From an optimization exercise on the open Yosys and OpenROAD flow, aimed at small area; shortcuts taken in it are not production practice.
Only simulation tests tie the RTL to the original design; equivalence was not proved.
Power is estimated from default activity; no workload was simulated.

## vga_colorbar
module vga_colorbar(
input wire sys_clk ,
input wire sys_rst_n ,
output wire hsync ,
output wire vsync ,
output wire [15:0] rgb
);
For scale: ~280 cells after synthesis, roughly 21 flip-flops, roughly 20 I/O pins, ~0.0019 sq mm of cells after synthesis.
clock: 20.0 ns
lec_check: 0
cap_margin: 20
core_margin: 2
core_utilization: 40
place_density: 0.6
slew_margin: 20
standard.sh (not shown) runs the stock make flow with config.mk's settings and CLKGATE_MAP_FILE= SYNTH_SCRIPT=/design/flow/synth_recipe.tcl, a recipe that flattens the netlist after the stock synthesis.
==> flow/flow/run.sh <==
#!/bin/bash
# Own layout flow: the standard flow (standard.sh), with two changes to synthesis only:
#  - the final ABC mapping uses flow/map.abc (deeper area-oriented optimisation) instead of
#    ORFS's speed script, through the abc override in flow/my_synth.tcl;
#  - Yosys's adder extraction (ADDER_MAP_FILE) is skipped so ABC optimises that logic too.
# Registers, their names and cell types are the standard synthesis's.
set -euo pipefail
W=$(pwd)
export MY_ABC_SCRIPT=$W/flow/map.abc
export FLOW_SYNTH_TCL=$W/synth_recipe.tcl
bash standard.sh SYNTH_SCRIPT=$W/flow/my_synth.tcl ADDER_MAP_FILE= finish > $W/flow_make.log 2>&1
==> flow/flow/map.abc <==
strash
&get -n
&deepsyn -T 30
&put
dch
amap
topo
stime -c
==> flow/flow/my_synth.tcl <==
# Standard synthesis (synth_recipe.tcl) with only the final ABC mapping script replaced:
# ORFS calls abc with its speed script and -D set from the SDC; this runs MY_ABC_SCRIPT with
# -D 20000 (ps) and the same liberty, dont_use and constraint arguments.
set my_dir [file dirname [file normalize [info script]]]
proc abc {args} {
  global my_dir
  set a [list]
  set skip 0
  foreach x $args {
    if {$skip} { set skip 0; continue }
    if {$x eq "-script" || $x eq "-D"} { set skip 1; continue }
    lappend a $x
  }
  yosys abc -script $::env(MY_ABC_SCRIPT) -D 20000 {*}$a
}
source $::env(FLOW_SYNTH_TCL)
Edit:
--- a/flow/flow/run.sh
+++ b/flow/flow/run.sh
@@ -5,2 +5,3 @@
 #  - Yosys's adder extraction (ADDER_MAP_FILE) is skipped so ABC optimises that logic too.
+# Port buffers (one per input and output port, as in the standard flow) use buf_1.
 # Registers, their names and cell types are the standard synthesis's.
@@ -10,2 +11,2 @@
 export FLOW_SYNTH_TCL=$W/synth_recipe.tcl
-bash standard.sh SYNTH_SCRIPT=$W/flow/my_synth.tcl ADDER_MAP_FILE= finish > $W/flow_make.log 2>&1
+bash standard.sh SYNTH_SCRIPT=$W/flow/my_synth.tcl ADDER_MAP_FILE= "BUFFER_PORTS_ARGS=-buffer_cell sky130_fd_sc_hd__buf_1" finish > $W/flow_make.log 2>&1
CTS_BUF_LIST = sky130_fd_sc_hd__clkbuf_4   (was not set)
CTS_CLUSTER_SIZE = 8   (was not set)
After rerunning: The new run completed without violations. Via count goes up by 1.1%. Worst hold slack is better by 0.0074 ns. Global-route usage goes down by 1.0 points. Die area does not change. Setup slack is better by 0.19 ns. Wire length goes down by 2.2%. Sequential share of layout area goes up by 1.9 points.
Edit:
CTS_CLUSTER_SIZE = not set   (was 8)
Maximum frequency does not change.
Die area stays the same.
Core utilization does not change.
Final cell count does not change.
Total power stays the same.
Area after synthesis stays the same.
Synthesized cell count is unchanged.

* * *

The RTL this note starts from:
==> flow/design.v <==
`timescale 1ns / 1ns
module pll(
    input wire sys_clk ,
    input wire sys_rst_n ,
    output wire vga_en
);
reg clk_25;
always @(posedge sys_clk or negedge sys_rst_n) begin
    if (!sys_rst_n) begin
        clk_25 <= 0;
    end else begin
        clk_25 <= ~clk_25;
    end
end
assign vga_en = ~clk_25;
endmodule
`timescale 1ns / 1ns
module vga_ctrl(
    input  wire        vga_clk,
    input  wire        vga_en,
    input  wire        sys_rst_n,
    output wire [6:0]  col,
    output reg  [2:0]  slot,
    output wire [9:0]  v_counter,
    output wire        hsync,
    output wire        vsync
);
reg [6:0] col_x;
reg [9:0] v_x;
assign col = col_x ^ 7'd100;
assign v_counter = v_x ^ 10'd50;
wire col_end  = (col == 7'd114);
wire line_end = (slot == 3'd7) && (col == 7'd94);
always @(posedge vga_clk or negedge sys_rst_n) begin
    if (!sys_rst_n) begin
        col_x <= 7'd0;
        slot  <= 3'd0;
    end else if (vga_en) begin
        if (line_end) begin
            col_x <= 7'd0;
            slot  <= 3'd0;
        end else if (col_end) begin
            col_x <= 7'd100;
            slot  <= slot + 1'd1;
        end else begin
            col_x <= (col + 1'd1) ^ 7'd100;
        end
    end
end
always @(posedge vga_clk or negedge sys_rst_n) begin
    if (!sys_rst_n) begin
        v_x <= 10'd0;
    end else if (vga_en && line_end) begin
        if (v_counter == 10'd574) v_x <= 10'd0;
        else                      v_x <= (v_counter + 1'd1) ^ 10'd50;
    end
end
assign hsync = (slot == 3'd0) || ((slot == 3'd1) && (col < 7'd81));
assign vsync = (v_counter < 10'd52);
endmodule
`timescale 1ns / 1ns
module vga_pic(
    input  wire [6:0] col,
    input  wire [2:0] slot,
    input  wire [9:0] v,
    output wire       draw
);
    wire in_band = (v >= 10'd275) && (v < 10'd365);
    wire [6:0] yrow = v[6:0];
    wire in_box = (col >= 7'd19) && (col < 7'd109);
    wire side = col[6];    
    reg [7:0] fv;
    always @(*) begin
        case (col[4:0])
            5'd0: fv = 8'd26;
            5'd1: fv = 8'd28;
            5'd2: fv = 8'd31;
            5'd3: fv = 8'd34;
            5'd4: fv = 8'd37;
            5'd5: fv = 8'd40;
            5'd6: fv = 8'd42;
            5'd7: fv = 8'd45;
            5'd8: fv = 8'd48;
            5'd9: fv = 8'd51;
            5'd10: fv = 8'd54;
            5'd11: fv = 8'd56;
            5'd12: fv = 8'd59;
            5'd13: fv = 8'd62;
            5'd14: fv = 8'd65;
            5'd15: fv = 8'd68;
            5'd16: fv = 8'd71;
            5'd17: fv = 8'd73;
            5'd18: fv = 8'd76;
            5'd19: fv = 8'd79;
            5'd20: fv = 8'd82;
            5'd21: fv = 8'd85;
            5'd22: fv = 8'd87;
            5'd23: fv = 8'd90;
            5'd24: fv = 8'd93;
            5'd25: fv = 8'd96;
            5'd26: fv = 8'd99;
            5'd27: fv = 8'd101;
            5'd28: fv = 8'd104;
            5'd29: fv = 8'd107;
            5'd30: fv = 8'd110;
            5'd31: fv = 8'd113;
            default: fv = 8'd0;
        endcase
    end
    wire [7:0] z = {1'b0, yrow ^ {7{side}}} + {7'd0, side} + 8'd14;
    wire [7:0] d = z - fv;        
    wire band = (d < 8'd15);
    wire draw_m = (col < 7'd36) || (col >= 7'd92) || band;
    wire draw_u = (col < 7'd34) || (col >= 7'd94) || (yrow >= 7'd94);
    wire s_l = (col < 7'd34);
    wire s_r = (col >= 7'd95);
    wire draw_s =
        ((yrow < 7'd34) && !s_l) ||
        ((yrow >= 7'd34) && (yrow < 7'd57) && s_l) ||
        ((yrow >= 7'd57) && (yrow < 7'd64) && !s_r) ||
        ((yrow >= 7'd64) && (yrow < 7'd72) && !s_l) ||
        ((yrow >= 7'd72) && (yrow < 7'd95) && s_r) ||
        ((yrow >= 7'd95) && !s_r);
    wire draw_t = (yrow < 7'd34) || ((col >= 7'd57) && (col < 7'd72));
    reg letter;
    always @(*) begin
        case (slot)
            3'd3: letter = draw_m;
            3'd4: letter = draw_u;
            3'd5: letter = draw_s;
            3'd6: letter = draw_t;
            default: letter = 1'b0;
        endcase
    end
    assign draw = in_band && in_box && letter;
endmodule
`timescale 1ns / 1ns
module vga_colorbar(
input wire sys_clk ,
input wire sys_rst_n ,
output wire hsync ,
output wire vsync ,
output wire [15:0] rgb
);
 wire vga_en;
 wire [6:0] col;
 wire [2:0] slot;
 wire [9:0] v;
 wire draw;
 pll pll_inst (.sys_clk(sys_clk), .sys_rst_n(sys_rst_n), .vga_en(vga_en));
 vga_ctrl vga_ctrl_inst (
 .vga_clk(sys_clk), .vga_en(vga_en), .sys_rst_n(sys_rst_n),
 .col(col), .slot(slot), .v_counter(v), .hsync(hsync), .vsync(vsync));
 vga_pic vga_pic_inst (.col(col), .slot(slot), .v(v), .draw(draw));
 assign rgb = {16{draw}};
endmodule
export LEC_CHECK = 0
export CAP_MARGIN = 0
export CORE_MARGIN = 2
export CORE_UTILIZATION = 40
export CTS_BUF_LIST = sky130_fd_sc_hd__clkbuf_8
export PLACE_DENSITY = 0.6
export SLEW_MARGIN = 0
create_clock -name core_clock -period 20.0 [get_ports {sys_clk}]
==> flow/flow/run.sh <==
#!/bin/bash
# Own layout flow: the standard flow (standard.sh) with these changes:
#  - synthesis: the final ABC mapping runs flow/map.abc (chains of deepsyn runs, then area
#    mapping) for each seed chain in MY_ABC_SEEDS and keeps the smallest result, through the
#    abc override in flow/my_synth.tcl, instead of ORFS's speed script;
#  - synthesis: Yosys's adder extraction (ADDER_MAP_FILE) is skipped so ABC optimises that
#    logic too;
#  - placement: the port buffers (one per input and output port, as in the standard flow)
#    use buf_1.
# Registers, their names and cell types are the standard synthesis's. The make output goes to
# flow_make.log; each ORFS step's log is under orfs/logs/.
set -euo pipefail
W=$(pwd)
export MY_ABC_SCRIPT=$W/flow/map.abc
export MY_ABC_TIME=15
export MY_ABC_SEEDS="1,21,41,61 2,22,42,62 3,23,43,63 4,24,44,64 5,25,45,65 6,26,46,66 7,27,47,67 8,28,48,68"
export FLOW_SYNTH_TCL=$W/synth_recipe.tcl
bash standard.sh SYNTH_SCRIPT=$W/flow/my_synth.tcl ADDER_MAP_FILE= \
  "BUFFER_PORTS_ARGS=-buffer_cell sky130_fd_sc_hd__buf_1" finish > $W/flow_make.log 2>&1
Other scripts of this flow, unchanged in this note and not shown: flow/flow/map.abc, flow/flow/my_synth.tcl
Edit:
--- a/flow/flow/run.sh
+++ b/flow/flow/run.sh
@@ -16 +16 @@
-export MY_ABC_SEEDS="1,21,41,61 2,22,42,62 3,23,43,63 4,24,44,64 5,25,45,65 6,26,46,66 7,27,47,67 8,28,48,68"
+export MY_ABC_SEEDS="1,21,41,61 2,22,42,62 3,23,43,63 4,24,44,64 5,25,45,65 6,26,46,66 7,27,47,67 8,28,48,68 9,29,49,69 10,30,50,70 11,31,51,71 12,32,52,72 13,33,53,73 14,34,54,74 15,35,55,75 16,36,56,76"
The changed run finished with timing, DRC and antenna clean.
Global-route usage came out lower by 0.98 points.
Via count is about the same.
First-iteration DRC count came out lower by 55%.
Clock-buffer cell count is unchanged.
Edit:
--- a/flow/flow/run.sh
+++ b/flow/flow/run.sh
@@ -16 +16 @@
-export MY_ABC_SEEDS="1,21,41,61 2,22,42,62 3,23,43,63 4,24,44,64 5,25,45,65 6,26,46,66 7,27,47,67 8,28,48,68 9,29,49,69 10,30,50,70 11,31,51,71 12,32,52,72 13,33,53,73 14,34,54,74 15,35,55,75 16,36,56,76"
+export MY_ABC_SEEDS="1,21,41,61 2,22,42,62 3,23,43,63 4,24,44,64 5,25,45,65 6,26,46,66 7,27,47,67 8,28,48,68"
- CAP_MARGIN: 0 -> 20
- CTS_BUF_LIST: sky130_fd_sc_hd__clkbuf_8 -> sky130_fd_sc_hd__clkbuf_4
- PLACE_DENSITY: 0.6 -> 0.85
- SLEW_MARGIN: 0 -> 20
Synthesized area is higher by about 0.7%.
Setup slack is worse by 0.67 ns.
Via count is higher by 3.3%.
First-iteration DRC count is higher by about 100%.
Cell area is higher by about 0.7%.
Clock-buffer cell count is higher by 1.
Edit:
- CTS_BUF_LIST: sky130_fd_sc_hd__clkbuf_4 -> sky130_fd_sc_hd__clkbuf_8
- PLACE_DENSITY: 0.85 -> 0.6
Effect: Sequential cell count does not change; wire length rises by 3.1%; cell area rises by 0.36%; clock-buffer cell count falls by 1.

[port drivers added, routing unchanged]
The flow's constraints put no driver on any port. The routed layouts listed below were extracted and timed again, unchanged, in two steps. Step 1 (the two cells are an assumption about what drives the block):
set clk [get_ports {sys_clk}]
set_driving_cell -lib_cell sky130_fd_sc_hd__clkbuf_16 $clk
set_driving_cell -lib_cell sky130_fd_sc_hd__buf_2 [delete_from_list [all_inputs] $clk]
Step 2 also shifts input and output timing later by t, the mid clock arrival at the registers, as if the neighbouring blocks saw the same clock. Three values: ideal, step 1, step 2; two values: the first two.
run	t, ns	setup slack, ns	clock arrival spread, ns
the first run of note 1	0.284	10.844 / 10.819 / 11.104	0.005 / 0.005
the second run of note 1	0.319	11.036 / 11.014 / 11.333	0.011 / 0.011
the third run of note 1	0.319	11.036 / 11.014 / 11.333	0.011 / 0.011
the first run of note 2	0.292	10.602 / 10.574 / 10.867	0.003 / 0.003
the second run of note 2	0.287	11.593 / 11.567 / 11.854	0.005 / 0.005
the third run of note 2	0.332	10.921 / 10.898 / 11.230	0.013 / 0.013
the fourth run of note 2	0.292	10.839 / 10.811 / 11.104	0.003 / 0.003
After both steps every run listed still meets setup and hold.
